Context: an optimization exercise on an open-source flow, tuned for small area, a short achievable clock period and few clock cycles. The choices shown serve that exercise and are no tape-out recipe.
At most, simulation tests tie the RTL to the original design; equivalence was not proved.
The RTL of runs 1 to 3 and 6 was laid out without a check of its function.

==> design.v <==
`timescale 1ns/1ns
module Riscv_core
    (
        input                   clk,
        input                   rst_n,
        output  [13:0]          rom_addr,    
        input   [31:0]          inst,
        output  [31:0]          dmem_addr,   
        input   [31:0]          dmem_rdata,  
        output  [31:0]          dmem_wdata,  
        output  [3:0]           dmem_wmask   
    );
    integer     k;
    reg  [31:2] pc_f;
    reg         d_valid;
    reg  [31:0] d_ir;
    reg  [31:2] d_pc;
    reg  [31:2] e_pc, e_tgt;
    reg         e_pred;      
    reg  [31:0] e_a, e_b, e_imm;
    reg  [4:0]  e_rd;
    reg  [2:0]  e_f3;
    reg         e_alt;       
    reg         e_use_b;     
    reg         e_wen, e_aluop, e_load, e_store, e_branch, e_jal, e_jalr;
    reg         e_lui, e_auipc, e_mul, e_div;
    reg  [31:0] m_val, m_wdata;
    reg  [4:0]  m_rd;
    reg  [2:0]  m_f3;
    reg         m_wen, m_load, m_store, m_neg;
    reg  [31:0] rf [1:31];
    wire [31:0] op2   = e_use_b ? e_b : e_imm;
    wire        sub   = e_branch | (e_aluop & ((e_use_b & e_alt & (e_f3 == 3'b000)) |
                                               (e_f3 == 3'b010) | (e_f3 == 3'b011)));
    wire [32:0] sum   = {1'b0, e_a} + {1'b0, op2 ^ {32{sub}}} + {32'd0, sub};
    wire        ltu   = ~sum[32];
    wire        lts   = (e_a[31] != op2[31]) ? e_a[31] : sum[31];
    wire        eq    = (e_a == e_b);
    wire        sh_left = ~e_f3[2];
    wire        sh_fill = e_alt & e_f3[2] & e_a[31];
    reg  [31:0] sh_v, sh_out;
    always @(*) begin
        for (k = 0; k < 32; k = k + 1) sh_v[k] = sh_left ? e_a[31-k] : e_a[k];
        if (op2[4]) sh_v = {{16{sh_fill}}, sh_v[31:16]};
        if (op2[3]) sh_v = {{8{sh_fill}},  sh_v[31:8]};
        if (op2[2]) sh_v = {{4{sh_fill}},  sh_v[31:4]};
        if (op2[1]) sh_v = {{2{sh_fill}},  sh_v[31:2]};
        if (op2[0]) sh_v = {sh_fill,       sh_v[31:1]};
        for (k = 0; k < 32; k = k + 1) sh_out[k] = sh_left ? sh_v[31-k] : sh_v[k];
    end
    reg  [31:0] alu_out;
    always @(*) begin
        case (e_f3)
            3'b000: alu_out = sum[31:0];
            3'b001: alu_out = sh_out;
            3'b010: alu_out = {31'd0, lts};
            3'b011: alu_out = {31'd0, ltu};
            3'b100: alu_out = e_a ^ op2;
            3'b101: alu_out = sh_out;
            3'b110: alu_out = e_a | op2;
            default: alu_out = e_a & op2;
        endcase
    end
    wire [31:2] pc4    = e_pc + 30'd1;
    wire        br_c   = e_f3[2] ? (e_f3[1] ? ltu : lts) : eq;
    wire        taken  = e_branch & (br_c ^ e_f3[0]);
    wire        redirect = e_jalr | (e_branch & (taken ^ e_pred));
    wire [31:2] redirect_pc = e_jalr ? sum[31:2] : e_pred ? pc4 : e_tgt;
    reg  [31:0] e_res;
    always @(*) begin
        if (e_jal | e_jalr)  e_res = {pc4, 2'b00};
        else if (e_lui)      e_res = e_imm;
        else if (e_auipc)    e_res = {e_tgt, 2'b00};
        else if (e_aluop)    e_res = alu_out;
        else                 e_res = sum[31:0];       
    end
    reg  [4:0]  md_cnt;
    wire        m_sa = (e_f3[1:0] == 2'b01) | (e_f3[1:0] == 2'b10);    
    wire        m_sb = (e_f3[1:0] == 2'b01);                            
    reg  [33:0] mh;            
    reg  [23:0] ml;            
    reg         mprev;         
    wire        m_last3 = (md_cnt[1:0] == 2'd3);
    wire        m_top  = m_last3 & ~m_sb & e_b[7];
    wire [41:0] m_as   = {{10{m_sa & e_a[31]}}, e_a};
    wire [8:0]  m_bits = {e_b[7:0], mprev};
    reg  [41:0] m_row [0:3];
    reg  [41:0] m_x;
    reg         m_one, m_two, m_ng;
    reg  [41:0] m_sel;
    always @(*) begin
        m_x = m_top ? {m_as[33:0], 8'd0} : 42'd0;
        for (k = 0; k < 4; k = k + 1) begin
            m_one = m_bits[2*k+1] ^ m_bits[2*k];
            m_two = (m_bits[2*k+2] & ~m_bits[2*k+1] & ~m_bits[2*k]) |
                    (~m_bits[2*k+2] & m_bits[2*k+1] & m_bits[2*k]);
            m_ng  = m_bits[2*k+2];
            m_sel = ({42{m_one}} & m_as) | ({42{m_two}} & {m_as[40:0], 1'b0});
            m_row[k] = (m_sel ^ {42{m_ng}}) << (2 * k);
            m_x[2*k] = m_ng;
        end
    end
    wire [41:0] m_hin  = {{8{mh[33]}}, mh};
    wire [41:0] m_s1 = m_hin ^ m_row[0] ^ m_row[1];
    wire [41:0] m_c1 = {(m_hin[40:0] & m_row[0][40:0]) | (m_hin[40:0] & m_row[1][40:0]) |
                        (m_row[0][40:0] & m_row[1][40:0]), 1'b0};
    wire [41:0] m_s2 = m_row[2] ^ m_row[3] ^ m_x;
    wire [41:0] m_c2 = {(m_row[2][40:0] & m_row[3][40:0]) | (m_row[2][40:0] & m_x[40:0]) |
                        (m_row[3][40:0] & m_x[40:0]), 1'b0};
    wire [41:0] m_s3 = m_s1 ^ m_c1 ^ m_s2;
    wire [41:0] m_c3 = {(m_s1[40:0] & m_c1[40:0]) | (m_s1[40:0] & m_s2[40:0]) |
                        (m_c1[40:0] & m_s2[40:0]), 1'b0};
    wire [41:0] m_s4 = m_s3 ^ m_c3 ^ m_c2;
    wire [41:0] m_c4 = {(m_s3[40:0] & m_c3[40:0]) | (m_s3[40:0] & m_c2[40:0]) |
                        (m_c3[40:0] & m_c2[40:0]), 1'b0};
    wire [41:0] m_sum  = m_s4 + m_c4;
    wire        m_rest = (e_b[31:7] == 25'd0) | (m_sb & (e_b[31:7] == {25{1'b1}}));
    wire        mul_end = m_last3 | m_rest;
    wire [63:0] m_ext = {{22{m_sum[41]}}, m_sum};
    reg  [63:0] m_p;
    always @(*) begin
        case (md_cnt[1:0])
            2'd0:    m_p = m_ext;
            2'd1:    m_p = {m_ext[55:0], ml[23:16]};
            2'd2:    m_p = {m_ext[47:0], ml[23:8]};
            default: m_p = {m_ext[39:0], ml};
        endcase
    end
    wire [31:0] mul_out = (e_f3[1:0] == 2'b00) ? m_p[31:0] : m_p[63:32];
    wire        d_signed = ~e_f3[0];
    wire        d_na  = d_signed & e_a[31];
    wire        d_nb  = d_signed & e_b[31];
    wire        d_bz  = (e_b == 32'd0);
    wire [31:0] d_ca  = d_na ? ~e_a : e_a;
    wire [31:0] d_cb  = d_nb ? ~e_b : e_b;
    wire [5:0]  d_lza, d_lzb;
    Lzc32 u_lza (.v(d_ca), .lz(d_lza));
    Lzc32 u_lzb (.v(d_cb), .lz(d_lzb));
    wire [6:0]  d_nq  = {1'b0, d_lzb} - {1'b0, d_lza} + (d_na ? 7'd2 : 7'd1);
    wire [4:0]  d_n   = (d_bz | (~d_nq[6] & (d_nq[5:0] > 6'd32))) ? 5'd16 :
                        d_nq[6] ? 5'd0 : (d_nq[5:0] + 6'd1) >> 1;
    reg  [31:0] d_r, d_q;
    reg  [4:0]  d_left;
    wire [63:0] d_rot = {d_q, d_q} >> {d_left[3:0], 1'b0};
    reg  [31:0] d_r0, d_q0;
    always @(*) begin
        for (k = 0; k < 32; k = k + 1) begin
            d_r0[k] = (k < 32 - 2 * d_left) ? d_rot[k] : 1'b0;
            d_q0[k] = (k < 32 - 2 * d_left) ? 1'b0 : d_rot[k];
        end
    end
    wire [32:0] d_nd = d_nb ? {1'b1, e_b} : {1'b1, ~e_b};
    reg  [31:0] d_r1, d_q1;
    reg  [32:0] d_t, d_diff;
    always @(*) begin
        d_r1 = d_r;
        d_q1 = d_q;
        for (k = 0; k < 2; k = k + 1) begin
            d_t    = {d_r1, d_q1[31]};
            d_diff = d_t + d_nd + {32'd0, ~d_nb};
            d_q1   = {d_q1[30:0], ~d_diff[32]};
            d_r1   = d_diff[32] ? d_t[31:0] : d_diff[31:0];
        end
    end
    wire        d_last = (d_left == 5'd0);
    wire [31:0] div_out = e_f3[1] ? (d_last ? d_r : d_r1) : (d_last ? d_q : d_q1);
    wire        div_neg = e_f3[1] ? d_na : ((d_na ^ d_nb) & ~d_bz);
    wire        d_c0 = (md_cnt == 5'd0);
    wire        d_c1 = (md_cnt == 5'd1);
    wire        e_done = ~(e_mul | e_div) | (e_mul & mul_end) |
                         (e_div & ~d_c0 & ~d_c1 & (d_left <= 5'd1));
    always @(posedge clk or negedge rst_n) begin
        if (!rst_n)
            md_cnt <= 5'd0;
        else if (e_done)
            md_cnt <= 5'd0;
        else
            md_cnt <= md_cnt + 5'd1;
    end
    wire        m_go = e_mul & ~e_done;
    always @(posedge clk) begin
        mh    <= m_go ? m_sum[41:8] : 34'd0;
        ml    <= {m_sum[7:0], ml[23:8]};
        mprev <= m_go & e_b[7];
        if (d_c0) begin
            d_q    <= d_na ? -e_a : e_a;
            d_left <= d_n;
        end else if (d_c1) begin
            d_r    <= d_r0;
            d_q    <= d_q0;
        end else begin
            d_r    <= d_r1;
            d_q    <= d_q1;
            d_left <= d_left - 5'd1;
        end
    end
    assign dmem_addr  = m_val;
    assign dmem_wdata = m_wdata;
    reg  [3:0]  wmask;
    always @(*) begin
        case (m_f3[1:0])
            2'b00:   wmask = 4'b0001 << m_val[1:0];
            2'b01:   wmask = m_val[1] ? 4'b1100 : 4'b0011;
            default: wmask = 4'b1111;
        endcase
    end
    assign dmem_wmask = m_store ? wmask : 4'b0000;
    reg  [7:0]  ld_b;
    reg  [15:0] ld_h;
    reg  [31:0] ld_data;
    always @(*) begin
        case (m_val[1:0])
            2'b00: ld_b = dmem_rdata[7:0];
            2'b01: ld_b = dmem_rdata[15:8];
            2'b10: ld_b = dmem_rdata[23:16];
            default: ld_b = dmem_rdata[31:24];
        endcase
        ld_h = m_val[1] ? dmem_rdata[31:16] : dmem_rdata[15:0];
        case (m_f3[1:0])
            2'b00:   ld_data = {{24{~m_f3[2] & ld_b[7]}}, ld_b};
            2'b01:   ld_data = {{16{~m_f3[2] & ld_h[15]}}, ld_h};
            default: ld_data = dmem_rdata;
        endcase
    end
    wire [31:0] wb = m_load ? ld_data : m_neg ? -m_val : m_val;
    always @(posedge clk) begin
        if (m_wen)
            rf[m_rd] <= wb;
    end
    always @(posedge clk or negedge rst_n) begin
        if (!rst_n) begin
            m_wen   <= 1'b0;
            m_load  <= 1'b0;
            m_store <= 1'b0;
        end else begin
            m_wen   <= e_done & e_wen;
            m_load  <= e_done & e_load;
            m_store <= e_done & e_store;
        end
    end
    always @(posedge clk) begin
        m_val   <= e_mul ? mul_out : e_div ? div_out : e_res;
        m_neg   <= e_div & div_neg;
        m_rd    <= e_rd;
        m_f3    <= e_f3;
        case (e_f3[1:0])
            2'b00:   m_wdata <= {4{e_b[7:0]}};
            2'b01:   m_wdata <= {2{e_b[15:0]}};
            default: m_wdata <= e_b;
        endcase
    end
    wire [6:0]  op   = d_ir[6:0];
    wire [4:0]  rs1  = d_ir[19:15];
    wire [4:0]  rs2  = d_ir[24:20];
    wire [4:0]  rd   = d_ir[11:7];
    wire        d_r_type  = (op == 7'b0110011);
    wire        d_i_alu   = (op == 7'b0010011);
    wire        d_ld      = (op == 7'b0000011);
    wire        d_st      = (op == 7'b0100011);
    wire        d_br      = (op == 7'b1100011);
    wire        d_jal     = (op == 7'b1101111);
    wire        d_jalr    = (op == 7'b1100111);
    wire        d_lui     = (op == 7'b0110111);
    wire        d_auipc   = (op == 7'b0010111);
    wire        d_m       = d_r_type & d_ir[25];
    reg  [31:0] d_imm;
    always @(*) begin
        if (d_st)
            d_imm = {{20{d_ir[31]}}, d_ir[31:25], d_ir[11:7]};
        else if (d_br)
            d_imm = {{20{d_ir[31]}}, d_ir[7], d_ir[30:25], d_ir[11:8], 1'b0};
        else if (d_jal)
            d_imm = {{12{d_ir[31]}}, d_ir[19:12], d_ir[20], d_ir[30:21], 1'b0};
        else if (d_lui | d_auipc)
            d_imm = {d_ir[31:12], 12'd0};
        else
            d_imm = {{20{d_ir[31]}}, d_ir[31:20]};
    end
    wire        use1 = ~(d_lui | d_auipc | d_jal);
    wire        use2 = d_r_type | d_st | d_br;
    wire        e_late = e_load | e_mul | e_div;
    wire        hazard = d_valid & e_wen & e_late &
                         ((use1 & (rs1 == e_rd)) | (use2 & (rs2 == e_rd)));
    reg  [31:0] rf1, rf2;
    always @(*) begin
        rf1 = 32'd0;
        rf2 = 32'd0;
        for (k = 1; k < 32; k = k + 1) begin
            rf1 = rf1 | ({32{rs1 == k}} & rf[k]);
            rf2 = rf2 | ({32{rs2 == k}} & rf[k]);
        end
    end
    wire        fe1 = e_wen & (e_rd == rs1);
    wire        fe2 = e_wen & (e_rd == rs2);
    wire        fm1 = m_wen & (m_rd == rs1);
    wire        fm2 = m_wen & (m_rd == rs2);
    wire [31:0] rv1 = (rs1 == 5'd0) ? 32'd0 : fe1 ? e_res : fm1 ? wb : rf1;
    wire [31:0] rv2 = (rs2 == 5'd0) ? 32'd0 : fe2 ? e_res : fm2 ? wb : rf2;
    wire        go   = e_done & ~redirect & ~hazard;    
    wire        take = go & d_valid;
    wire [31:2] d_tgt  = d_pc + d_imm[31:2];
    wire        d_pred = d_jal | (d_br & d_imm[31]);
    assign rom_addr = pc_f[15:2];
    always @(posedge clk or negedge rst_n) begin
        if (!rst_n) begin
            pc_f     <= 30'd0;
            d_valid  <= 1'b0;
            e_wen    <= 1'b0;
            e_aluop  <= 1'b0;
            e_load   <= 1'b0;
            e_store  <= 1'b0;
            e_branch <= 1'b0;
            e_jal    <= 1'b0;
            e_jalr   <= 1'b0;
            e_lui    <= 1'b0;
            e_auipc  <= 1'b0;
            e_mul    <= 1'b0;
            e_div    <= 1'b0;
        end else if (e_done) begin
            if (redirect) begin
                pc_f    <= redirect_pc;
                d_valid <= 1'b0;
            end else if (~hazard) begin
                if (d_valid & d_pred) begin
                    pc_f    <= d_tgt;
                    d_valid <= 1'b0;
                end else begin
                    pc_f    <= pc_f + 30'd1;
                    d_valid <= 1'b1;
                end
            end
            e_wen    <= take & (rd != 5'd0) &
                        (d_r_type | d_i_alu | d_ld | d_jal | d_jalr | d_lui | d_auipc);
            e_aluop  <= take & ((d_r_type & ~d_ir[25]) | d_i_alu);
            e_load   <= take & d_ld;
            e_store  <= take & d_st;
            e_branch <= take & d_br;
            e_jal    <= take & d_jal;
            e_jalr   <= take & d_jalr;
            e_lui    <= take & d_lui;
            e_auipc  <= take & d_auipc;
            e_mul    <= take & d_m & ~d_ir[14];
            e_div    <= take & d_m & d_ir[14];
        end
    end
    always @(posedge clk) begin
        if (go & ~(d_valid & d_pred)) begin
            d_ir <= inst;
            d_pc <= pc_f;
        end
        if (e_done) begin
            e_pc    <= d_pc;
            e_tgt   <= d_tgt;
            e_pred  <= d_pred;
            e_a     <= rv1;
            e_b     <= rv2;
            e_imm   <= d_imm;
            e_rd    <= rd;
            e_f3    <= d_ir[14:12];
            e_alt   <= d_ir[30];
            e_use_b <= d_r_type | d_br;
        end else if (e_mul) begin
            e_b     <= {{8{m_sb & e_b[31]}}, e_b[31:8]};
        end
    end
endmodule
module Lzc32
    (
        input  [31:0] v,
        output [5:0]  lz
    );
    wire        z16 = ~|v[31:16];
    wire [15:0] v16 = z16 ? v[15:0] : v[31:16];
    wire        z8  = ~|v16[15:8];
    wire [7:0]  v8  = z8 ? v16[7:0] : v16[15:8];
    wire        z4  = ~|v8[7:4];
    wire [3:0]  v4  = z4 ? v8[3:0] : v8[7:4];
    wire        z2  = ~|v4[3:2];
    wire [1:0]  v2  = z2 ? v4[1:0] : v4[3:2];
    wire        z1  = ~v2[1];
    assign lz = (z16 & z8 & z4 & z2 & ~v2[1] & ~v2[0]) ? 6'd32 : {1'b0, z16, z8, z4, z2, z1};
endmodule
==> flow/run.sh <==
#!/bin/bash
# Standard layout, with the timing repair aiming for a setup margin.
cp standard.sh standard_sh.txt
cp config.mk config_mk_my.txt
echo "export SETUP_SLACK_MARGIN = 15" >> config.mk
bash standard.sh > standard.log 2>&1
==> standard.sh <==
#!/bin/bash
# synth_recipe.tcl (not shown) runs the flow's synth.tcl, then flattens the netlist and writes it again
# the make line also repeats each setting of config.mk as NAME=value (left out here)
make -C /OpenROAD-flow-scripts/flow DESIGN_CONFIG=/design/flow/config.mk WORK_HOME=/design/flow/orfs CLKGATE_MAP_FILE= SYNTH_SCRIPT=/design/flow/synth_recipe.tcl "${@:-finish}"
==> config.mk <==
export PLATFORM = sky130hd
export DESIGN_NAME = Riscv_core
export DESIGN_NICKNAME = Riscv_core
export VERILOG_FILES = /design/flow/design.v
export SDC_FILE = /design/flow/constraint.sdc
export NUM_CORES = 8
export LEC_CHECK = 0
export ABC_AREA = 1
export CAP_MARGIN = 30
export CORE_MARGIN = 2
export CORE_UTILIZATION = 45
export PLACE_DENSITY = 0.6
export SLEW_MARGIN = 20
export SETUP_SLACK_MARGIN = 15
==> constraint.sdc <==
create_clock -name core_clock -period 24.0 [get_ports {clk}]
set_input_delay 4.8000 -clock core_clock [delete_from_list [all_inputs] [get_ports {clk}]]
set_output_delay 4.8000 -clock core_clock [all_outputs]
set_load 0.01 [all_outputs]
==> flow_summary.json, run 1 <==
{
  "status": "complete, no violations",
  "yosys_warnings": 2,
  "ctsHoldBuffers": 0,
  "cap_violations": 0,
  "slew_violations": 0,
  "die_w_um": 462,
  "dp_hpwl_um": 346000,
  "place.gp.congestion": 1.08,
  "die_height_um": 462,
  "cts_sinks": 1472,
  "io_pins": 148,
  "ant_nets": 0,
  "num_vias": 91940,
  "fp-row-count": 168,
  "grt_util_all_layers": 0.432,
  "antenna_found_initial": 46,
  "critPathKind": "flop to flop",
  "start_util": 0.451,
  "clockBufferDepth": 3,
  "grt_max_degree": 99,
  "netlist_area_um2": 94400,
  "synth.area.top_cells": "edfxtp_1, nand2_1, o21ai_0",
  "core_area_um2": 209000,
  "setup_viol": 0,
  "cts-buffers-inserted": 167,
  "crit_path_end_kind": "flop",
  "layout-drive-gt1-share": 0.0767,
  "synthAdderAreaFrac": 0.0668,
  "synth_top_cell_by_area": "edfxtp_1",
  "wl_per_cell_um": 33.2,
  "synth_compound_area_frac": 0.179,
  "final_common_cell": "nand2_1",
  "rsz0062_at_grt": "no",
  "viasPerCell": 6.46,
  "syn_nets": 11629,
  "ys_ff_latch": 1472,
  "cpLargestDelayFamily": "buffers and inverters",
  "required_ns": 24.75,
  "syn_area_per_cell_um2": 8.47,
  "synthSimpleGateAreaFrac": 0.178,
  "clkLatencyLatePin_ns": 0.88,
  "whs_ns": 0.337,
  "wirelength_um": 472000,
  "ys_types": 73,
  "grt_overflow_total": 0,
  "synth_edf_count": 1258,
  "die-area_um2": 213000,
  "first_global_vias": 85266,
  "synthToLayoutAreaGrowth_pct": 12.8,
  "startpoint_type": "flop",
  "synthFlopType": "edfxtp_1",
  "firstDrtPassIters": 9,
  "ctsRootBufferMaster": "clkbuf_16",
  "min_period_ns": 8.53,
  "critPathMaxFanout": 37,
  "hold_viol": 0,
  "ys_async_sr_fraction": 0.0340,
  "netlist.area_leader.share": 0.400,
  "cp_data_arrival_time_ns": 9.28,
  "worst-slew-pin-transition_ns": 1.20,
  "crit_buf_inv": 9,
  "ys_seq_area_frac": 0.448,
  "nets": 11753,
  "hold_class": "flop to flop",
  "tritoncts": "done",
  "io_buffers": 147,
  "h-tree-depth": 4,
  "drc": 0,
  "grt_pass1_wl_um": 651000,
  "maxSlewHeadroom": 0.176,
  "max_freq_mhz": 117,
  "fin_crit_sh": 0.356,
  "tns_ns": 0,
  "final_cell_mix": "nand2_1, inv_1, edfxtp_1, o21ai_0, nor2_1",
  "critPathSlowestCell": "inv_1",
  "clkTransAtPathRegs_ns": 0.06,
  "synth_top_family_by_area": "compound AO/OA/AOI/OAI gates",
  "synth_xor_area_frac": 0.0430,
  "drt-initial-drc-count": 15024,
  "netlist_instances": 11147,
  "synth.mux.area_fraction": 0.00710,
  "cp_slowest_stage_delay_ns": 0.73,
  "fin_skew_ns": 0.0608
}
-- final timing paths --
path / startpoint / to / slack, ns / cells past startpoint
setup reg to reg: e_f3[1] / m_val[2] / 15.47 / 33
hold reg to reg: ml[9] / ml[1] / 0.34 / 0
min in group asynchronous: rst_n / e_branch / 4.15 / 2
hold / removal: ml[9] / ml[1] / 0.34 / 0
setup / recovery: e_f3[1] / m_val[2] / 15.47 / 33
max in group asynchronous: rst_n / e_div / 19.25 / 2
-- metal layers --
metal  global-route usage  wire [µm]  vias to the layer above
met2                0.626     196000                     7139
li1                     -          -                    39018
met3                0.123      59400                     1788
met4                0.321      43300                       36
met1                0.546     173000                    43959
met5              0.00181        284                        -
-- area by class of cell --
cell class                 count  area, µm²
tap                         2805       3510
timing repair buffer         538       4710
antenna                       19       47.5
fill                       19744     103000
clock buffer                 205       4470
inverter                    1326       4990
clock inverter               101       1150
multi-input combinational   7766      45300
sequential                  1472      42300
-- logic make-up after synthesis --
logic type      after synthesis
buf+inv                    1909
fa+ha+maj                   416
compound gates             2747
flops                      1472
xor+xnor                    448
mux                          67
simple gates               4088
-- cell usage after synthesis (50+ instances only) --
cell          n
o21ai_0     980
edfxtp_1   1258
nor4_1       61
a221oi_1    221
dfrtp_1      50
buf_1        51
xor2_1      340
xnor2_1      93
dfxtp_1     164
nand4_1     119
o22ai_1     337
a21oi_1     545
a31oi_1      53
nor3_1       76
ha_1        269
nand2_1    2497
o2111ai_1    82
a2111oi_0    55
fa_1        147
nor2_1      789
inv_1      1269
o211ai_1    125
mux2i_1      67
nand3_1     447
o221ai_1     72
a211oi_1     63
clkbuf_1    471
-- metrics by stage --
stage	worst slack (ns)	cell area (µm²)	std cells	util
floorplan	16.63	94400	11147	-
global placement	14.97	100000	13866	0.479
detailed placement	15.03	100000	13886	0.480
CTS	15.06	106000	14192	0.507
global route	15.00	106000	14216	0.509
finish	15.47	107000	14232	0.509
-- state kept, by name, summed over array words and instances, names as in the netlist, 32 cells and up --
register / count
e_a: 32
e_imm: 32
d_r: 32
rf: 992
d_q: 32
e_b: 32
m_wdata: 32
mh: 34
d_ir: 32
m_val: 32
-- repair_timing --
action / 4_1_cts / 5_1_grt
setup buffers: 0 / 0
gates resized for setup: 0 / 7
endpoints found under the setup margin: 0 / 94
==> run 2, diff against run 1 <==
--- a/design.v
+++ b/design.v
@@ -17,6 +17,7 @@
     reg  [31:2] d_pc;
     reg  [31:2] e_pc, e_tgt;
     reg         e_pred;      
+    reg         e_next;      
     reg  [31:0] e_a, e_b, e_imm;
     reg  [4:0]  e_rd;
     reg  [2:0]  e_f3;
@@ -64,7 +65,7 @@
     wire [31:2] pc4    = e_pc + 30'd1;
     wire        br_c   = e_f3[2] ? (e_f3[1] ? ltu : lts) : eq;
     wire        taken  = e_branch & (br_c ^ e_f3[0]);
-    wire        redirect = e_jalr | (e_branch & (taken ^ e_pred));
+    wire        redirect = e_jalr | (e_branch & ~e_next & (taken ^ e_pred));
     wire [31:2] redirect_pc = e_jalr ? sum[31:2] : e_pred ? pc4 : e_tgt;
     reg  [31:0] e_res;
     always @(*) begin
@@ -299,7 +300,8 @@
     wire        go   = e_done & ~redirect & ~hazard;    
     wire        take = go & d_valid;
     wire [31:2] d_tgt  = d_pc + d_imm[31:2];
-    wire        d_pred = d_jal | (d_br & d_imm[31]);
+    wire        d_next = (d_imm == 32'd4);
+    wire        d_pred = (d_jal & ~d_next) | (d_br & d_imm[31]);
     assign rom_addr = pc_f[15:2];
     always @(posedge clk or negedge rst_n) begin
         if (!rst_n) begin
@@ -344,7 +346,7 @@
         end
     end
     always @(posedge clk) begin
-        if (go & ~(d_valid & d_pred)) begin
+        if (go) begin
             d_ir <= inst;
             d_pc <= pc_f;
         end
@@ -352,6 +354,7 @@
             e_pc    <= d_pc;
             e_tgt   <= d_tgt;
             e_pred  <= d_pred;
+            e_next  <= d_next;
             e_a     <= rv1;
             e_b     <= rv2;
             e_imm   <= d_imm;
==> flow/run.sh (replaced) <==
#!/bin/bash
# Standard layout, with the timing repair aiming for a setup margin and
# ordinary buffers (not delay cells) on the ports.
cp standard.sh standard_sh.txt
cp config.mk config_mk_my.txt
echo "export SETUP_SLACK_MARGIN = 17" >> config.mk
echo "export BUFFER_PORTS_ARGS = -buffer_cell sky130_fd_sc_hd__buf_4" >> config.mk
bash standard.sh > standard.log 2>&1
--- a/config.mk
+++ b/config.mk
@@ -11,4 +11,5 @@
 export CORE_UTILIZATION = 45
 export PLACE_DENSITY = 0.6
 export SLEW_MARGIN = 20
-export SETUP_SLACK_MARGIN = 15
+export SETUP_SLACK_MARGIN = 17
+export BUFFER_PORTS_ARGS = -buffer_cell sky130_fd_sc_hd__buf_4
==> run 2 against run 1 <==
Net effect: area after synthesis rose by 0.46%; cell area rose by 1.3%; cell count rose by 1.7%; sequential cell count rose by 1; register-to-register slack improved by 1.5 ns; synthesized cell count rose by 1.3%; non-clock buffer count rose by 71.
==> flow_summary.json, run 2 <==
{
  "status": "complete, no violations",
  "maxSlewHeadroom": 0.149,
  "ant_nets": 0,
  "synth_xor_area_frac": 0.0424,
  "top_regs": "rf x992, mh x34",
  "viasPerCell": 6.63,
  "syn_area_per_cell_um2": 8.40,
  "final_cell_mix": "nand2_1, edfxtp_1, inv_1, o21ai_0, nor2_1",
  "netlist_instances": 11294,
  "wirelength_um": 524000,
  "clkLatencyLatePin_ns": 0.89,
  "start_util": 0.453,
  "tns_ns": 0,
  "die_w_um": 463,
  "clkTransAtPathRegs_ns": 0.06,
  "startpoint_type": "input port",
  "multi_input_comb_area_um2": 46400,
  "syn_nets": 11776,
  "worstPathCellList": "buf_4, inv_1, o21ai_0, o22ai_2, nor2_2, nand2_2, nand3_1, inv_1, nor2_1, buf_4, o21ai_0, nand2_2, buf_8, o22ai_2, a21oi_1, nand2_1, o21ai_0",
  "ys_seq_area_frac": 0.446,
  "min_period_ns": 7.06,
  "synthSimpleGateAreaFrac": 0.191,
  "place.gp.congestion": 1.05,
  "yosys_warnings": 2,
  "grt_overflow_total": 0,
  "ctsHoldBuffers": 0,
  "fp-row-count": 168,
  "drt-initial-drc-count": 16014,
  "setup_viol": 0,
  "layout-drive-gt1-share": 0.0995,
  "hold_class": "flop to flop",
  "critPathSlowestCell": "nand2_2",
  "ys_types": 73,
  "cpLargestDelayFamily": "simple AND/OR/NAND/NOR gates",
  "wl_per_cell_um": 36.2,
  "nFillCells": 19899,
  "largest_reg_flops": 992,
  "drc": 0,
  "synthAdderAreaFrac": 0.0665,
  "cp_slowest_stage_delay_ns": 0.28,
  "crit_buf_inv": 5,
  "ys_async_sr_fraction": 0.0339,
  "synth_top_family_by_area": "simple AND/OR/NAND/NOR gates",
  "rsz0062_at_grt": "yes",
  "die_height_um": 463,
  "tritoncts": "done",
  "clockBufferDepth": 3,
  "required_ns": 24.53,
  "cts-buffers-inserted": 167,
  "ys_ff_latch": 1473,
  "synth_compound_area_frac": 0.171,
  "core_area_um2": 210000,
  "crit_path_end_kind": "flop",
  "die-area_um2": 214000,
  "max_freq_mhz": 142,
  "netlist_area_um2": 94900,
  "final_common_cell": "nand2_1",
  "nets": 11971,
  "grt_pass1_wl_um": 708000,
  "synth_top_cell_by_area": "edfxtp_1",
  "synth.mux.area_fraction": 0.00654,
  "seqCellArea_um2": 42300,
  "synthMostInstantiatedCell": "nand2_1",
  "top_register": "rf",
  "worst-slew-pin-transition_ns": 1.28,
  "h-tree-depth": 4,
  "netlist.area_leader.share": 0.399,
  "synthFlopType": "edfxtp_1",
  "slew_violations": 0,
  "cp_common_cell": "o21ai_0",
  "hold_viol": 0,
  "ctsRootBufferMaster": "clkbuf_16",
  "synth_edf_count": 1259,
  "dp_hpwl_um": 376000,
  "yosys-top-cells-count": "nand2_1, inv_1, edfxtp_1, o21ai_0, nor2_1",
  "antenna_found_initial": 45,
  "cp_data_arrival_time_ns": 7.59,
  "cap_violations": 0,
  "critPathMaxFanout": 28,
  "firstDrtPassIters": 8,
  "critPathKind": "input port to flop",
  "synthToLayoutAreaGrowth_pct": 13.7,
  "grt_max_degree": 75,
  "cts_sinks": 1473,
  "fin_crit_sh": 0.294,
  "synth.area.top_cells": "edfxtp_1, nand2_1, inv_1",
  "io_pins": 148,
  "io_buffers": 147,
  "first_global_vias": 88126,
  "num_vias": 95905,
  "fin_skew_ns": 0.0939,
  "grt_util_all_layers": 0.471
}
run 2: stage by stage:
stage / utilization / hold WS [ns] / setup slack (ns) / std cells / area [µm²]
floorplan: - / 0.343 / 16.96 / 11294 / 94900
global placement: 0.479 / 0.358 / 15.35 / 14029 / 100000
detailed placement: 0.481 / 0.359 / 15.37 / 14053 / 101000
CTS: 0.509 / 0.371 / 16.92 / 14374 / 107000
global route: 0.514 / 0.377 / 16.88 / 14438 / 108000
finish: 0.515 / 0.372 / 16.94 / 14468 / 108000
run 2: worst paths after layout:
check / start / end / slack [ns] / depth (start not counted)
setup / recovery: dmem_rdata[23] / e_b[21] / 16.94 / 17
hold / removal: ml[14] / ml[6] / 0.37 / 0
setup reg to reg: e_a[13] / m_val[6] / 16.98 / 24
hold reg to reg: ml[14] / ml[6] / 0.37 / 0
max in group asynchronous: rst_n / pc_f[2] / 19.04 / 2
min in group asynchronous: rst_n / md_cnt[0] / 3.84 / 1
run 2: cells by family (layout without fill, tap and decap cells):
family	count (synthesis)	count (layout)
AOI/OAI and AO/OA	2616	2617
xor gates and xnor gates	457	457
adders and majority gates	416	416
buffers and inverters	1896	2228
DFF	1473	1473
muxes	62	62
other	0	32
and+or+nand+nor	4374	4378
run 2: layout make-up:
| type | count | area share |
|---|---|---|
| inverters | 1307 | 0.0461 |
| well taps | 2805 | 0.0325 |
| diodes | 32 | 0.000742 |
| repair buffers | 609 | 0.0472 |
| clock inverters | 88 | 0.00834 |
| flip-flops and latches | 1473 | 0.393 |
| clock buffers | 223 | 0.0418 |
| multi-input cells | 7930 | 0.431 |
| repair inverters | 1 | 0.0000696 |
run 2: what timing repair did:
action,CTS,global route
buffers inserted,5,34
endpoints found under the hold margin,0,0
setup endpoints to repair,231,220
gates resized for setup,88,119
pin swaps,1,10
gates cloned,5,5
run 2: routing by layer:
layer	vias up	wire [µm]	track usage
met1	45834	187000	0.584
met4	36	46100	0.329
li1	39689	-	-
met5	-	336	0
met2	8292	211000	0.662
met3	2054	80200	0.194
==> run 3, diff against run 2 <==
--- a/design.v
+++ b/design.v
@@ -142,12 +142,13 @@
                         d_nq[6] ? 5'd0 : (d_nq[5:0] + 6'd1) >> 1;
     reg  [31:0] d_r, d_q;
     reg  [4:0]  d_left;
-    wire [63:0] d_rot = {d_q, d_q} >> {d_left[3:0], 1'b0};
+    wire [31:0] d_ua  = d_na ? -e_a : e_a;
+    wire [63:0] d_rot = {d_ua, d_ua} >> {d_n[3:0], 1'b0};
     reg  [31:0] d_r0, d_q0;
     always @(*) begin
         for (k = 0; k < 32; k = k + 1) begin
-            d_r0[k] = (k < 32 - 2 * d_left) ? d_rot[k] : 1'b0;
-            d_q0[k] = (k < 32 - 2 * d_left) ? 1'b0 : d_rot[k];
+            d_r0[k] = (k < 32 - 2 * d_n) ? d_rot[k] : 1'b0;
+            d_q0[k] = (k < 32 - 2 * d_n) ? 1'b0 : d_rot[k];
         end
     end
     wire [32:0] d_nd = d_nb ? {1'b1, e_b} : {1'b1, ~e_b};
@@ -163,13 +164,12 @@
             d_r1   = d_diff[32] ? d_t[31:0] : d_diff[31:0];
         end
     end
-    wire        d_last = (d_left == 5'd0);
-    wire [31:0] div_out = e_f3[1] ? (d_last ? d_r : d_r1) : (d_last ? d_q : d_q1);
-    wire        div_neg = e_f3[1] ? d_na : ((d_na ^ d_nb) & ~d_bz);
+    wire        d_zero  = (d_n == 5'd0);
+    wire [31:0] div_out = d_c0 ? (e_f3[1] ? e_a : 32'd0) : (e_f3[1] ? d_r1 : d_q1);
+    wire        div_neg = ~d_c0 & (e_f3[1] ? d_na : ((d_na ^ d_nb) & ~d_bz));
     wire        d_c0 = (md_cnt == 5'd0);
-    wire        d_c1 = (md_cnt == 5'd1);
     wire        e_done = ~(e_mul | e_div) | (e_mul & mul_end) |
-                         (e_div & ~d_c0 & ~d_c1 & (d_left <= 5'd1));
+                         (e_div & (d_c0 ? d_zero : (d_left == 5'd1)));
     always @(posedge clk or negedge rst_n) begin
         if (!rst_n)
             md_cnt <= 5'd0;
@@ -184,11 +184,9 @@
         ml    <= {m_sum[7:0], ml[23:8]};
         mprev <= m_go & e_b[7];
         if (d_c0) begin
-            d_q    <= d_na ? -e_a : e_a;
-            d_left <= d_n;
-        end else if (d_c1) begin
             d_r    <= d_r0;
             d_q    <= d_q0;
+            d_left <= d_n;
         end else begin
             d_r    <= d_r1;
             d_q    <= d_q1;
==> run 3 against run 2 <==
Net effect: area after synthesis down 0.64%; die area down 0.63%; now fails the layout checks on capacitance limit, slew limit; clock-buffer cell count is 21 lower; sequential share of layout area decreased by 2.0 points; critical endpoint is now d_ir[3]; global-route usage increased by 0.79 points; cell count is 1.3% higher; critical path depth up 33; synthesized cell count increased by 0.30%; register-to-register slack lost 0.47 ns; first-iteration DRC count up 13%.
==> flow_summary.json, run 3 <==
{
  "cts_sinks": 1473,
  "viasPerCell": 6.65,
  "wirelength_um": 532000,
  "final_cell_mix": "nand2_1, inv_1, edfxtp_1, o21ai_0, nand3_1",
  "hold_class": "flop to flop",
  "startpoint": "e_f3[0]",
  "largest_reg_flops": 992,
  "worst-slew-pin-transition_ns": 1.64,
  "firstDrtPassIters": 12,
  "rrSetupSlack_ns": 16.51,
  "grt_util_all_layers": 0.479,
  "io_buffers": 147,
  "netlist.area_leader.share": 0.389,
  "die-area_um2": 213000,
  "wl_per_cell_um": 36.3,
  "slew_violations": 3,
  "multi_input_comb_area_um2": 48400,
  "netlist_area_um2": 94200,
  "crit_path_end_kind": "flop",
  "ant_nets": 0,
  "grt_overflow_total": 0,
  "synth.area.top_cells": "edfxtp_1, nand2_1, inv_1",
  "synthMostInstantiatedCell": "nand2_1",
  "fin_skew_ns": 0.0860,
  "critPathMaxFanout": 8,
  "h-tree-depth": 4,
  "rsz0062_at_grt": "yes",
  "clockBufferDepth": 3,
  "dpl_worst_slack_ns": 13.48,
  "io_pins": 148,
  "dp_hpwl_um": 377000,
  "place.gp.congestion": 1.09,
  "max_freq_mhz": 133,
  "cp_common_cell": "buf_12",
  "start_util": 0.454,
  "drt-initial-drc-count": 18079,
  "clkLatencyLatePin_ns": 0.89,
  "cpLargestDelayFamily": "buffers and inverters",
  "drc": 0,
  "ctsHoldBuffers": 0,
  "critPathKind": "flop to flop",
  "failed_checks": "capacitance limit, slew limit",
  "post-route-worst-setup-slack_ns": 16.51,
  "cp.depth": 50,
  "core_area_um2": 208000,
  "nFillCells": 19016,
  "ys_seq_area_frac": 0.445,
  "fin_util": 0.542,
  "die_w_um": 462,
  "syn_area_per_cell_um2": 8.32,
  "clkTransAtPathRegs_ns": 0.06,
  "top_register": "rf",
  "maxSlewHeadroom": -0.108,
  "cts-buffers-inserted": 165,
  "seqCellArea_um2": 42000,
  "grt_pass1_wl_um": 706000,
  "first_global_vias": 88296,
  "required_ns": 24.57,
  "ys_types": 73,
  "crit_buf_inv": 19,
  "synthToLayoutAreaGrowth_pct": 19.5,
  "rr_startpoint": "e_f3[0]",
  "status": "failed layout checks",
  "tns_ns": 0,
  "yosys_warnings": 2,
  "yosys-top-cells-count": "nand2_1, inv_1, edfxtp_1, o21ai_0, nor2_1",
  "final_common_cell": "nand2_1",
  "cp_slowest_stage_delay_ns": 0.49,
  "tritoncts": "done",
  "startpoint_type": "flop",
  "setup_viol": 0,
  "r2r-end": "d_ir[3]",
  "reg2regPathDepth": 50,
  "critPathSlowestCell": "fa_1",
  "fp-row-count": 167,
  "synthFlopType": "edfxtp_1",
  "syn_nets": 11811,
  "ys_ff_latch": 1473,
  "synth_edf_count": 1222,
  "cap_violations": 1,
  "synth_top_cell_by_area": "edfxtp_1",
  "grt_max_degree": 84,
  "die_height_um": 462,
  "ys_async_sr_fraction": 0.0339,
  "netlist_instances": 11328,
  "num_vias": 97425,
  "hold_viol": 0,
  "nets": 12197,
  "cp_data_arrival_time_ns": 8.06,
  "antenna_found_initial": 44,
  "layout-drive-gt1-share": 0.142,
  "ctsRootBufferMaster": "clkbuf_16",
  "fin_crit_sh": 0.312,
  "top_regs": "rf x992, mh x34",
  "endpoint": "d_ir[3]",
  "min_period_ns": 7.49
}
-- run 3: cell types whose count changed in the layout (fill, tap and decap cells not counted), sizes merged, moves of 38 or more --
cell | before | now
buf | 591 | 747
nand3 | 604 | 740
a221oi | 250 | 185
mux2i | 62 | 5
a21oi | 530 | 487
o21ai | 935 | 894
nand2 | 2640 | 2678
-- run 3: worst min-delay path by stage --
stage | startpoint | to | slack (ns) | cells after the start
4_1_cts | ml[9] | ml[1] | 0.37 | 0
2_1_floorplan | e_b[0] | m_wdata[0] | 0.34 | 0
5_1_grt | ml[14] | ml[6] | 0.38 | 0
6_report | ml[13] | ml[5] | 0.37 | 0
3_5_place_dp | ml[9] | ml[1] | 0.36 | 0
3_3_place_gp | ml[8] | ml[0] | 0.36 | 0
-- run 3: area by class of cell --
cell class                 count  share of cell area
multi-input combinational   7950               0.430
sequential                  1473               0.373
timing repair buffer         789              0.0707
inverter                    1332              0.0453
clock buffer                 202              0.0389
tap                         2788              0.0310
clock inverter               101              0.0111
antenna                       23            0.000511
timing repair inverter         3            0.000200
-- run 3: timing repair --
| action | CTS | global route |
|---|---|---|
| cloned | 51 | 23 |
| pin swaps | 39 | 118 |
| setup endpoints to repair | 467 | 476 |
| buffers inserted | 114 | 101 |
| hold endpoints to repair | 0 | 0 |
| gates resized for setup | 374 | 507 |
-- run 3: layer usage --
metal | wire length, µm | part of all wire | global-route usage
met1 | 185000 | 0.35 | 0.585
met4 | 47600 | 0.089 | 0.332
met3 | 83500 | 0.16 | 0.199
met2 | 216000 | 0.41 | 0.684
met5 | 271 | 0.00051 | 0
-- run 3: logic make-up (layout without fill, tap and decap cells) --
kind of cell	Yosys count	count (layout)	synth area share
flops	1473	1473	0.445
xor+xnor	485	485	0.0452
other cells	0	23	0
buf+inv	1918	2427	0.0781
fa+ha+maj	417	417	0.0671
simple gates	4529	4541	0.200
compound gates	2501	2502	0.164
mux	5	5	0.000531
-- run 3: stage by stage --
| step | area, µm² | instances | hold slack, ns |
|---|---|---|---|
| finish | 113000 | 14661 | 0.373 |
| floorplan | 94400 | 11328 | 0.343 |
| global route | 113000 | 14640 | 0.381 |
| global placement | 99700 | 13998 | 0.358 |
| CTS | 109000 | 14491 | 0.374 |
| detailed placement | 99900 | 14023 | 0.363 |
==> run 4, diff against run 3 <==
--- a/design.v
+++ b/design.v
@@ -164,12 +164,12 @@
             d_r1   = d_diff[32] ? d_t[31:0] : d_diff[31:0];
         end
     end
-    wire        d_zero  = (d_n == 5'd0);
-    wire [31:0] div_out = d_c0 ? (e_f3[1] ? e_a : 32'd0) : (e_f3[1] ? d_r1 : d_q1);
-    wire        div_neg = ~d_c0 & (e_f3[1] ? d_na : ((d_na ^ d_nb) & ~d_bz));
+    wire        d_last  = (d_left == 5'd0);
+    wire [31:0] div_out = e_f3[1] ? (d_last ? d_r : d_r1) : (d_last ? d_q : d_q1);
+    wire        div_neg = e_f3[1] ? d_na : ((d_na ^ d_nb) & ~d_bz);
     wire        d_c0 = (md_cnt == 5'd0);
     wire        e_done = ~(e_mul | e_div) | (e_mul & mul_end) |
-                         (e_div & (d_c0 ? d_zero : (d_left == 5'd1)));
+                         (e_div & ~d_c0 & (d_left <= 5'd1));
     always @(posedge clk or negedge rst_n) begin
         if (!rst_n)
             md_cnt <= 5'd0;
@@ -348,18 +348,18 @@
             d_ir <= inst;
             d_pc <= pc_f;
         end
+        e_pc    <= d_pc;
+        e_tgt   <= d_tgt;
+        e_pred  <= d_pred;
+        e_next  <= d_next;
+        e_imm   <= d_imm;
+        e_alt   <= d_ir[30];
+        e_use_b <= d_r_type | d_br;
         if (e_done) begin
-            e_pc    <= d_pc;
-            e_tgt   <= d_tgt;
-            e_pred  <= d_pred;
-            e_next  <= d_next;
             e_a     <= rv1;
             e_b     <= rv2;
-            e_imm   <= d_imm;
             e_rd    <= rd;
             e_f3    <= d_ir[14:12];
-            e_alt   <= d_ir[30];
-            e_use_b <= d_r_type | d_br;
         end else if (e_mul) begin
             e_b     <= {{8{m_sb & e_b[31]}}, e_b[31:8]};
         end
==> flow/run.sh (replaced) <==
#!/bin/bash
# Standard layout, with the timing repair aiming for a setup margin and
# ordinary buffers (not delay cells) on the ports.
cp standard.sh standard_sh.txt
cp config.mk config_mk_my.txt
echo "export SETUP_SLACK_MARGIN = 18" >> config.mk
echo "export BUFFER_PORTS_ARGS = -buffer_cell sky130_fd_sc_hd__buf_4" >> config.mk
bash standard.sh > standard.log 2>&1
--- a/config.mk
+++ b/config.mk
@@ -11,5 +11,5 @@
 export CORE_UTILIZATION = 45
 export PLACE_DENSITY = 0.6
 export SLEW_MARGIN = 20
-export SETUP_SLACK_MARGIN = 17
+export SETUP_SLACK_MARGIN = 18
 export BUFFER_PORTS_ARGS = -buffer_cell sky130_fd_sc_hd__buf_4
==> run 4 against run 3 <==
Net effect: die area fell by 0.74%; fmax increased by 12%; synthesized cell count grew 0.83%; now clean on timing, DRC and antenna.
==> flow_summary.json, run 4 <==
{
  "synth.area.top_cells": "edfxtp_1, nand2_1, dfxtp_1",
  "synthToLayoutAreaGrowth_pct": 26.1,
  "required_ns": 19.20,
  "cts-buffers-inserted": 167,
  "ant_nets": 0,
  "gr-max-usage-layer": "met2",
  "clkTransAtPathRegs_ns": 0.07,
  "met2_usage": 0.644,
  "ys_seq_area_frac": 0.438,
  "synthAdderAreaFrac": 0.0674,
  "start_util": 0.452,
  "ys_ff_latch": 1473,
  "io_buffers": 147,
  "setup_viol": 0,
  "largest_reg_flops": 992,
  "grt_pass1_wl_um": 698000,
  "synth_top_cell_by_area": "edfxtp_1",
  "ctsHoldBuffers": 0,
  "status": "complete, no violations",
  "fin_skew_ns": 0.106,
  "fp-row-count": 167,
  "hold_viol": 0,
  "r2r-end": "d_r[12]",
  "io_pins": 148,
  "slew_violations": 0,
  "drc": 0,
  "max_freq_mhz": 150,
  "critPathKind": "flop to output pin",
  "die_height_um": 460,
  "h-tree-depth": 4,
  "firstDrtPassIters": 13,
  "ys_types": 68,
  "use_met1": 0.576,
  "grt_max_degree": 100,
  "syn_nets": 11904,
  "nets": 12572,
  "top_regs": "rf x992, mh x34",
  "dpl_worst_slack_ns": 15.32,
  "multi_input_comb_area_um2": 52100,
  "seqCellArea_um2": 41200,
  "grt_overflow_total": 0,
  "num_vias": 99693,
  "synth_xor_area_frac": 0.0442,
  "fin_util": 0.570,
  "wl_per_cell_um": 35.0,
  "netlist_instances": 11422,
  "min_period_ns": 6.69,
  "post-route-worst-setup-slack_ns": 17.31,
  "cap_violations": 0,
  "yosys-top-cells-count": "nand2_1, inv_1, edfxtp_1, o21ai_0, nor2_1",
  "startpoint_type": "flop",
  "fin_crit_sh": 0.279,
  "die_w_um": 460,
  "clockBufferDepth": 3,
  "synth_top_family_by_area": "simple AND/OR/NAND/NOR gates",
  "synthSimpleGateAreaFrac": 0.204,
  "final_cell_mix": "nand2_1, inv_1, edfxtp_1, buf_4, o21ai_0",
  "synthMostInstantiatedCell": "nand2_1",
  "drt-initial-drc-count": 18426,
  "place.gp.congestion": 1.10,
  "dp_hpwl_um": 344000,
  "first_global_vias": 90353,
  "grt_util_all_layers": 0.470,
  "hold_class": "flop to flop",
  "ys_async_sr_fraction": 0.0339,
  "critPathMaxFanout": 3,
  "reg2regPathDepth": 39,
  "tritoncts": "done",
  "endpoint": "dmem_wmask[0]",
  "cts_sinks": 1473,
  "maxSlewHeadroom": 0.135,
  "core_area_um2": 207000,
  "tns_ns": 0,
  "ctsRootBufferMaster": "clkbuf_16",
  "viasPerCell": 6.67,
  "syn_area_per_cell_um2": 8.19,
  "synth.mux.area_fraction": 0.000642,
  "grt_use_met3": 0.198,
  "worst-slew-pin-transition_ns": 1.29,
  "rsz0062_at_grt": "yes",
  "top_register": "rf",
  "synth_compound_area_frac": 0.166,
  "layout-drive-gt1-share": 0.208,
  "crit_path_end_kind": "output pin",
  "nFillCells": 18338,
  "netlist_area_um2": 93500,
  "final_common_cell": "nand2_1",
  "startpoint": "m_f3[0]",
  "clkLatencyLatePin_ns": 0.89,
  "rrSetupSlack_ns": 17.33,
  "wirelength_um": 523000,
  "cp_data_arrival_time_ns": 1.89,
  "die-area_um2": 212000,
  "synth_edf_count": 1126,
  "netlist.area_leader.share": 0.361,
  "yosys_warnings": 2,
  "synthFlopType": "edfxtp_1",
  "antenna_found_initial": 34,
  "rr_startpoint": "e_f3[0]"
}
==> run 4: critical path, cell delays in order, from the launching register on <==
cell,delay (ns)
dfxtp_4,0.48
nand2_4,0.11
nor2_4,0.10
inv_2,0.05
nand2_2,0.08
a21oi_2,0.04
buf_4,0.14
==> run 4: cells by family after synthesis <==
group                      after synthesis
and+or+nand+nor                       4597
AOI/OAI and AO/OA                     2511
buffers and inverters                 1948
DFF                                   1473
xor gates and xnor gates               471
adders and majority gates              416
muxes                                    6
==> run 4: repair_timing <==
item,CTS,global route
buffers inserted,332,180
resized for setup,1204,653
gates cloned,62,18
pin swaps,197,215
endpoints found under the setup margin,679,582
==> run 4: per-stage QoR <==
step                      hold slack, ns  std cells  instance area [µm²]
after detailed placement           0.361      14022                99100
after global placement             0.354      14009                98900
after CTS                          0.369      14722               113000
final                              0.371      14949               118000
after global routing               0.378      14934               118000
after floorplan                    0.343      11422                94000
==> run 4: worst min-delay path by stage <==
stage,start,end,slack [ns],cells past startpoint
2_1_floorplan,e_b[0],m_wdata[0],0.34,0
3_3_place_gp,ml[23],ml[15],0.35,0
3_5_place_dp,ml[23],ml[15],0.36,0
4_1_cts,ml[23],ml[15],0.37,0
5_1_grt,ml[13],ml[5],0.38,0
6_report,ml[12],ml[4],0.37,0
==> run 4: area by class of cell <==
type	count	share of cell area
timing repair inverter	16	0.000965
inverter	1358	0.0461
sequential	1473	0.349
antenna	18	0.000382
clock inverter	78	0.00734
timing repair buffer	1050	0.0872
clock buffer	228	0.0383
multi-input combinational	8024	0.442
tap	2704	0.0287
==> run 4: per-layer routing <==
layer / part of all wire / vias to the layer above
li1: - / 40757
met1: 0.34 / 47136
met2: 0.39 / 9201
met3: 0.17 / 2571
met4: 0.10 / 28
met5: 0.00053 / -
Testbench counts of run 4, summed over its fixed seeds: cycles 36,744.
==> run 5, diff against run 4 <==
==> flow/run.sh (replaced) <==
#!/bin/bash
# Standard layout, with the timing repair aiming for a setup margin and
# ordinary buffers (not delay cells) on the ports.
cp standard.sh standard_sh.txt
cp config.mk config_mk_my.txt
echo "export SETUP_SLACK_MARGIN = 17" >> config.mk
echo "export BUFFER_PORTS_ARGS = -buffer_cell sky130_fd_sc_hd__buf_4" >> config.mk
bash standard.sh > standard.log 2>&1
--- a/config.mk
+++ b/config.mk
@@ -11,5 +11,5 @@
 export CORE_UTILIZATION = 45
 export PLACE_DENSITY = 0.6
 export SLEW_MARGIN = 20
-export SETUP_SLACK_MARGIN = 18
+export SETUP_SLACK_MARGIN = 17
 export BUFFER_PORTS_ARGS = -buffer_cell sky130_fd_sc_hd__buf_4
==> run 5 against run 4 <==
Net effect: largest cell class unchanged; highest routed layer unchanged; cell area fell by 8.4%; register-to-register slack got worse by 0.39 ns; still clean on timing, DRC and antenna; critical path type is now flop to flop; global-route usage shrank 0.99 points.
==> flow_summary.json, run 5 <==
{
  "status": "complete, no violations",
  "cap_violations": 0,
  "clkLatencyLatePin_ns": 0.90,
  "ys_async_sr_fraction": 0.0339,
  "ys_types": 68,
  "required_ns": 24.78,
  "drt-initial-drc-count": 16712,
  "use_met1": 0.555,
  "met2_usage": 0.677,
  "drc": 0,
  "max_freq_mhz": 142,
  "hold_end": "e_pc[6]",
  "hold_class": "flop to flop",
  "critPathKind": "flop to flop",
  "ys_ff_latch": 1473,
  "synth_top_cell_by_area": "edfxtp_1",
  "final_cell_mix": "nand2_1, inv_1, edfxtp_1, o21ai_0, nand3_1",
  "synth_compound_area_frac": 0.166,
  "synthAdderAreaFrac": 0.0674,
  "cp.depth": 42,
  "firstDrtPassIters": 9,
  "reg2regPathDepth": 42,
  "die_height_um": 460,
  "syn_nets": 11904,
  "viasPerCell": 6.55,
  "fp-row-count": 167,
  "io_pins": 148,
  "ctsHoldBuffers": 0,
  "antenna_found_initial": 42,
  "tritoncts": "done",
  "cts-buffers-inserted": 166,
  "synth_xor_area_frac": 0.0442,
  "hold_viol": 0,
  "yosys-top-cells-count": "nand2_1, inv_1, edfxtp_1, o21ai_0, nor2_1",
  "io_buffers": 147,
  "top_register": "rf",
  "top_regs": "rf x992, mh x34",
  "grt_max_degree": 69,
  "grt_pass1_wl_um": 684000,
  "rsz0062_at_grt": "yes",
  "final_common_cell": "nand2_1",
  "fin_util": 0.522,
  "synthToLayoutAreaGrowth_pct": 15.5,
  "fin_skew_ns": 0.109,
  "place.gp.congestion": 1.08,
  "first_global_vias": 87093,
  "gr-max-usage-layer": "met2",
  "ctsRootBufferMaster": "clkbuf_16",
  "startpoint_type": "flop",
  "cp_data_arrival_time_ns": 7.84,
  "synthFlopType": "edfxtp_1",
  "crit_buf_inv": 11,
  "synthSimpleGateAreaFrac": 0.204,
  "rrSetupSlack_ns": 16.94,
  "yosys_warnings": 2,
  "synth_top_family_by_area": "simple AND/OR/NAND/NOR gates",
  "holdCritStartpoint": "d_pc[6]",
  "wirelength_um": 503000,
  "crit_path_end_kind": "flop",
  "grt_overflow_total": 0,
  "setup_viol": 0,
  "die_w_um": 460,
  "grt_use_met3": 0.157,
  "synth.area.top_cells": "edfxtp_1, nand2_1, dfxtp_1",
  "num_vias": 95192,
  "synth_edf_count": 1126,
  "synth.mux.area_fraction": 0.000642,
  "largest_reg_flops": 992,
  "fin_crit_sh": 0.294,
  "layout-drive-gt1-share": 0.112,
  "cts_sinks": 1473,
  "h-tree-depth": 4,
  "netlist.area_leader.share": 0.361,
  "r2r-end": "d_r[2]",
  "netlist_area_um2": 93500,
  "tns_ns": 0,
  "maxSlewHeadroom": 0.152,
  "critPathMaxFanout": 33,
  "nets": 12156,
  "critPathSlowestCell": "fa_1",
  "start_util": 0.452,
  "hold_depth": 0,
  "rr_startpoint": "e_f3[0]",
  "slew_violations": 0,
  "worst-slew-pin-transition_ns": 1.27,
  "min_period_ns": 7.06,
  "wl_per_cell_um": 34.6,
  "netlist_instances": 11422,
  "synthMostInstantiatedCell": "nand2_1",
  "ys_seq_area_frac": 0.438,
  "grt_util_all_layers": 0.460,
  "clkTransAtPathRegs_ns": 0.07,
  "clockBufferDepth": 3,
  "core_area_um2": 207000,
  "syn_area_per_cell_um2": 8.19,
  "dp_hpwl_um": 364000,
  "die-area_um2": 212000,
  "nFillCells": 19545,
  "ant_nets": 0,
  "cpLargestDelayFamily": "simple AND/OR/NAND/NOR gates",
  "cp_slowest_stage_delay_ns": 0.51
}
[run 5: changes by cell type in the layout (fill, tap and decap cells not counted), sizes merged]
cell,before,now
inv,1312,1327
a21oi,481,480
clkinvlp,43,15
diode,18,19
nand2,2768,2754
bufbuf,13,2
clkbuf,245,225
bufinv,8,12
buf,1019,650
nor2,771,772
clkinv,89,95
o21ai,922,919
[run 5: routing by layer]
layer  share of wire  wire, µm  vias to the layer above
li1                -         -                    39862
met2            0.42    211000                     7769
met4           0.093     46800                       42
met3            0.14     69100                     1921
met1            0.35    175000                    45598
met5         0.00069       345                        -
[run 5: final cells by class]
| class | instances | area (µm²) | share of cell area |
|---|---|---|---|
| Inverter | 1358 | 5170 | 0.0478 |
| Tap cell | 2704 | 3380 | 0.0313 |
| Timing Repair Buffer | 664 | 5780 | 0.0535 |
| Multi-Input combinational cell | 8007 | 47100 | 0.436 |
| Timing Repair inverter | 4 | 25.0 | 0.000232 |
| Clock inverter | 87 | 1040 | 0.00967 |
| Clock buffer | 214 | 4410 | 0.0409 |
| Antenna cell | 19 | 47.5 | 0.000440 |
| Sequential cell | 1473 | 41000 | 0.380 |
[run 5: cells by family (layout without fill, tap and decap cells)]
group                    after synthesis  count (layout)
XOR/XNOR                             471             471
flip-flops                          1473            1473
multiplexers                           6               6
buffers and inverters               1948            2327
AO/OA/AOI/OAI                       2511            2511
adder cells (fa/ha/maj)              416             416
AND/OR/NAND/NOR                     4597            4603
other                                  0              19
[run 5: worst max-delay path by stage]
stage | start | to | slack, ns
2_1_floorplan | dmem_rdata[31] | e_b[13] | 17.00
4_1_cts | e_f3[0] | d_r[16] | 17.00
3_5_place_dp | e_f3[0] | d_q[1] | 14.53
5_1_grt | e_f3[0] | m_val[8] | 16.82
6_report | e_f3[0] | d_r[2] | 16.94
3_3_place_gp | e_f3[0] | d_q[1] | 14.55
[run 5: stage by stage]
stage	hold WS [ns]	instances	instance area, µm²	setup slack [ns]
3_3_place_gp	0.354	14035	98800	14.55
6_report	0.365	14530	108000	16.94
2_1_floorplan	0.343	11422	93600	17.00
3_5_place_dp	0.364	14053	99100	14.53
4_1_cts	0.358	14413	106000	17.00
5_1_grt	0.366	14512	108000	16.82
[run 5: what timing repair did]
| action | 4_1_cts | 5_1_grt |
|---|---|---|
| pin swaps | 21 | 44 |
| buffers inserted | 48 | 69 |
| resized for setup | 222 | 222 |
| setup endpoints to repair | 232 | 228 |
| gates cloned | 11 | 9 |
==> run 6, diff against run 5 <==
--- a/design.v
+++ b/design.v
@@ -299,8 +299,13 @@
     wire        take = go & d_valid;
     wire [31:2] d_tgt  = d_pc + d_imm[31:2];
     wire        d_next = (d_imm == 32'd4);
-    wire        d_pred = (d_jal & ~d_next) | (d_br & d_imm[31]);
+    wire        d_pred = d_br & d_imm[31];
     assign rom_addr = pc_f[15:2];
+    wire        f_jal  = (inst[6:0] == 7'b1101111);
+    wire        f_bb   = (inst[6:0] == 7'b1100011) & inst[31];
+    wire [31:2] f_imm  = f_jal ? {{12{inst[31]}}, inst[19:12], inst[20], inst[30:22]} :
+                                 {{20{inst[31]}}, inst[7], inst[30:25], inst[11:9]};
+    wire [31:2] f_tgt  = pc_f + f_imm;
     always @(posedge clk or negedge rst_n) begin
         if (!rst_n) begin
             pc_f     <= 30'd0;
@@ -321,13 +326,8 @@
                 pc_f    <= redirect_pc;
                 d_valid <= 1'b0;
             end else if (~hazard) begin
-                if (d_valid & d_pred) begin
-                    pc_f    <= d_tgt;
-                    d_valid <= 1'b0;
-                end else begin
-                    pc_f    <= pc_f + 30'd1;
-                    d_valid <= 1'b1;
-                end
+                pc_f    <= (f_jal | f_bb) ? f_tgt : pc_f + 30'd1;
+                d_valid <= 1'b1;
             end
             e_wen    <= take & (rd != 5'd0) &
                         (d_r_type | d_i_alu | d_ld | d_jal | d_jalr | d_lui | d_auipc);
==> run 6 against run 5 <==
Net effect: critical endpoint is now pc_f[30]; global-route usage is 0.21 points lower; via count hardly changed; highest routed layer unchanged; largest cell class unchanged.
==> flow_summary.json, run 6 <==
{
  "status": "complete, no violations",
  "fin_crit_sh": 0.294,
  "tritoncts": "done",
  "grt_pass1_wl_um": 685000,
  "ant_nets": 0,
  "netlist_area_um2": 94200,
  "min_period_ns": 7.06,
  "post-route-worst-setup-slack_ns": 16.94,
  "die_height_um": 462,
  "synth_edf_count": 1126,
  "start_util": 0.454,
  "critPathMaxFanout": 4,
  "hold_class": "flop to flop",
  "drt-initial-drc-count": 15648,
  "drc": 0,
  "die-area_um2": 213000,
  "fin_skew_ns": 0.0965,
  "yosys_warnings": 2,
  "synth_top_cell_by_area": "edfxtp_1",
  "num_vias": 95140,
  "hold_depth": 0,
  "dpl_worst_slack_ns": 15.43,
  "ys_seq_area_frac": 0.435,
  "synthFlopType": "edfxtp_1",
  "maxSlewHeadroom": 0.163,
  "synth.area.top_cells": "edfxtp_1, nand2_1, dfxtp_1",
  "final_cell_mix": "nand2_1, inv_1, edfxtp_1, o21ai_0, nand3_1",
  "yosys-top-cells-count": "nand2_1, inv_1, edfxtp_1, o21ai_0, nand3_1",
  "io_pins": 148,
  "syn_nets": 11930,
  "top_register": "rf",
  "cp_data_arrival_time_ns": 7.86,
  "die_w_um": 462,
  "slew_violations": 0,
  "ys_types": 74,
  "place.gp.congestion": 1.11,
  "max_freq_mhz": 142,
  "syn_area_per_cell_um2": 8.25,
  "nets": 12207,
  "startpoint_type": "input port",
  "clkLatencyLatePin_ns": 0.86,
  "setup_viol": 0,
  "antenna_found_initial": 29,
  "wl_per_cell_um": 34.5,
  "holdCritStartpoint": "ml[11]",
  "clkTransAtPathRegs_ns": 0.06,
  "worst-slew-pin-transition_ns": 1.25,
  "cap_violations": 0,
  "io_buffers": 147,
  "cts-buffers-inserted": 163,
  "hold_viol": 0,
  "grt_max_degree": 88,
  "clockBufferDepth": 3,
  "h-tree-depth": 4,
  "fin_util": 0.524,
  "ctsRootBufferMaster": "clkbuf_16",
  "firstDrtPassIters": 7,
  "grt_util_all_layers": 0.458,
  "rr_startpoint": "e_b[21]",
  "netlist_instances": 11419,
  "crit_path_end_kind": "flop",
  "rrSetupSlack_ns": 16.96,
  "netlist.area_leader.share": 0.359,
  "ys_async_sr_fraction": 0.0339,
  "wirelength_um": 505000,
  "rsz0062_at_grt": "yes",
  "top_regs": "rf x992, mh x34",
  "synthToLayoutAreaGrowth_pct": 15.4,
  "synthMostInstantiatedCell": "nand2_1"
}
## run 6: cells by family after synthesis
| group | share of synthesized area |
|---|---|
| simple gates | 0.204 |
| compound gates | 0.167 |
| buf+inv | 0.0779 |
| flops | 0.435 |
| xor+xnor | 0.0437 |
| fa+ha+maj | 0.0709 |
| mux | 0.00127 |
## run 6: layout make-up
class / count / area (µm²)
well taps: 2788 / 3490
diodes: 7 / 17.5
clock buffers: 209 / 4360
inverters: 1344 / 5170
clock inverters: 87 / 938
repair inverters: 3 / 18.8
multi-input cells: 8052 / 48100
repair buffers: 659 / 5580
flip-flops and latches: 1473 / 41000
fillers: 19773 / 98900
## run 6: critical path: stages
cell and delay, ns:
buf_8 0.09, nand2_8 0.05, nor4_4 0.31, buf_6 0.15, nand2_2 0.06, nand3_4 0.06
ha_4 0.14, inv_2 0.04, fa_2 0.36, nand3b_1 0.18, nand2_2 0.11, nand2_2 0.05
nand2_2 0.10, a21oi_4 0.07, o21ai_4 0.22, a21oi_4 0.11, buf_6 0.14, o41ai_4 0.31
xor2_1 0.22, nand3_1 0.10, nand2_1 0.09, nand2_1 0.05, nand2_1 0.07
## run 6: how the worst max path moves through the flow
| stage | end | slack (ns) | depth (start not counted) | from |
|---|---|---|---|---|
| after floorplan | pc_f[26] | 16.38 | 24 | inst[6] |
| after global placement | d_q[1] | 15.14 | 39 | e_f3[0] |
| after detailed placement | pc_f[26] | 15.43 | 24 | inst[6] |
| after CTS | m_val[25] | 16.97 | 30 | e_b[0] |
| after global routing | pc_f[30] | 16.78 | 23 | inst[5] |
| final | pc_f[30] | 16.94 | 23 | inst[5] |
## run 6: repair_timing
action	4_1_cts	5_1_grt
gates cloned	4	15
pin swaps	21	71
gates resized for setup	160	272
setup endpoints to repair	222	231
hold endpoints to repair	0	0
buffers inserted	54	69
hold buffers	0	0
## run 6: through the flow
stage | std cells
final | 14622
after global routing | 14616
after CTS | 14511
after detailed placement | 14157
after global placement | 14135
after floorplan | 11419
## run 6: routing by layer
metal	vias to the layer above	track usage	part of all wire
li1	40126	-	-
met1	45788	0.575	0.36
met2	7479	0.658	0.41
met3	1727	0.165	0.14
met4	20	0.307	0.086
met5	-	0	0.00027

-- separate check: timing with driven ports --
In the flow no input, the clock included, has a driving cell. The finished layouts below were timed again as built, in two steps. Step 1 sets driving cells, clkbuf_16 on the clock port and buf_2 on the other inputs (assumed; they add their load-dependent delay and slew). Step 2 also shifts input and output timing later by t, the mid clock arrival at the registers, as if the neighbouring blocks saw the same clock. Slacks: no drivers / after step 1 / after step 2; pairs: no drivers / after step 1.
| run | shift t [ns] | slack for setup (ns) | worst hold slack (ns) | slew at the worst register clock pin (ns) |
|---|---|---|---|---|
| run 1 | 0.938 | 15.468 / 15.468 / 14.913 | 0.337 / 0.337 / 0.337 | 0.07 / 0.07 |
| run 2 | 0.941 | 16.938 / 16.967 / 16.070 | 0.372 / 0.372 / 0.372 | 0.08 / 0.08 |
| run 3 | 0.955 | 16.507 / 16.507 / 15.809 | 0.373 / 0.373 / 0.373 | 0.07 / 0.07 |
| run 4 | 0.934 | 17.313 / 17.218 / 16.928 | 0.371 / 0.371 / 0.371 | 0.08 / 0.08 |
| run 5 | 0.939 | 16.937 / 16.908 / 16.089 | 0.365 / 0.365 / 0.365 | 0.08 / 0.08 |
| run 6 | 0.911 | 16.939 / 16.959 / 16.068 | 0.368 / 0.368 / 0.368 | 0.07 / 0.07 |
The setup slack of run 6, which loses most, moves by +0.020 ns with the drivers and by -0.871 ns with both steps.
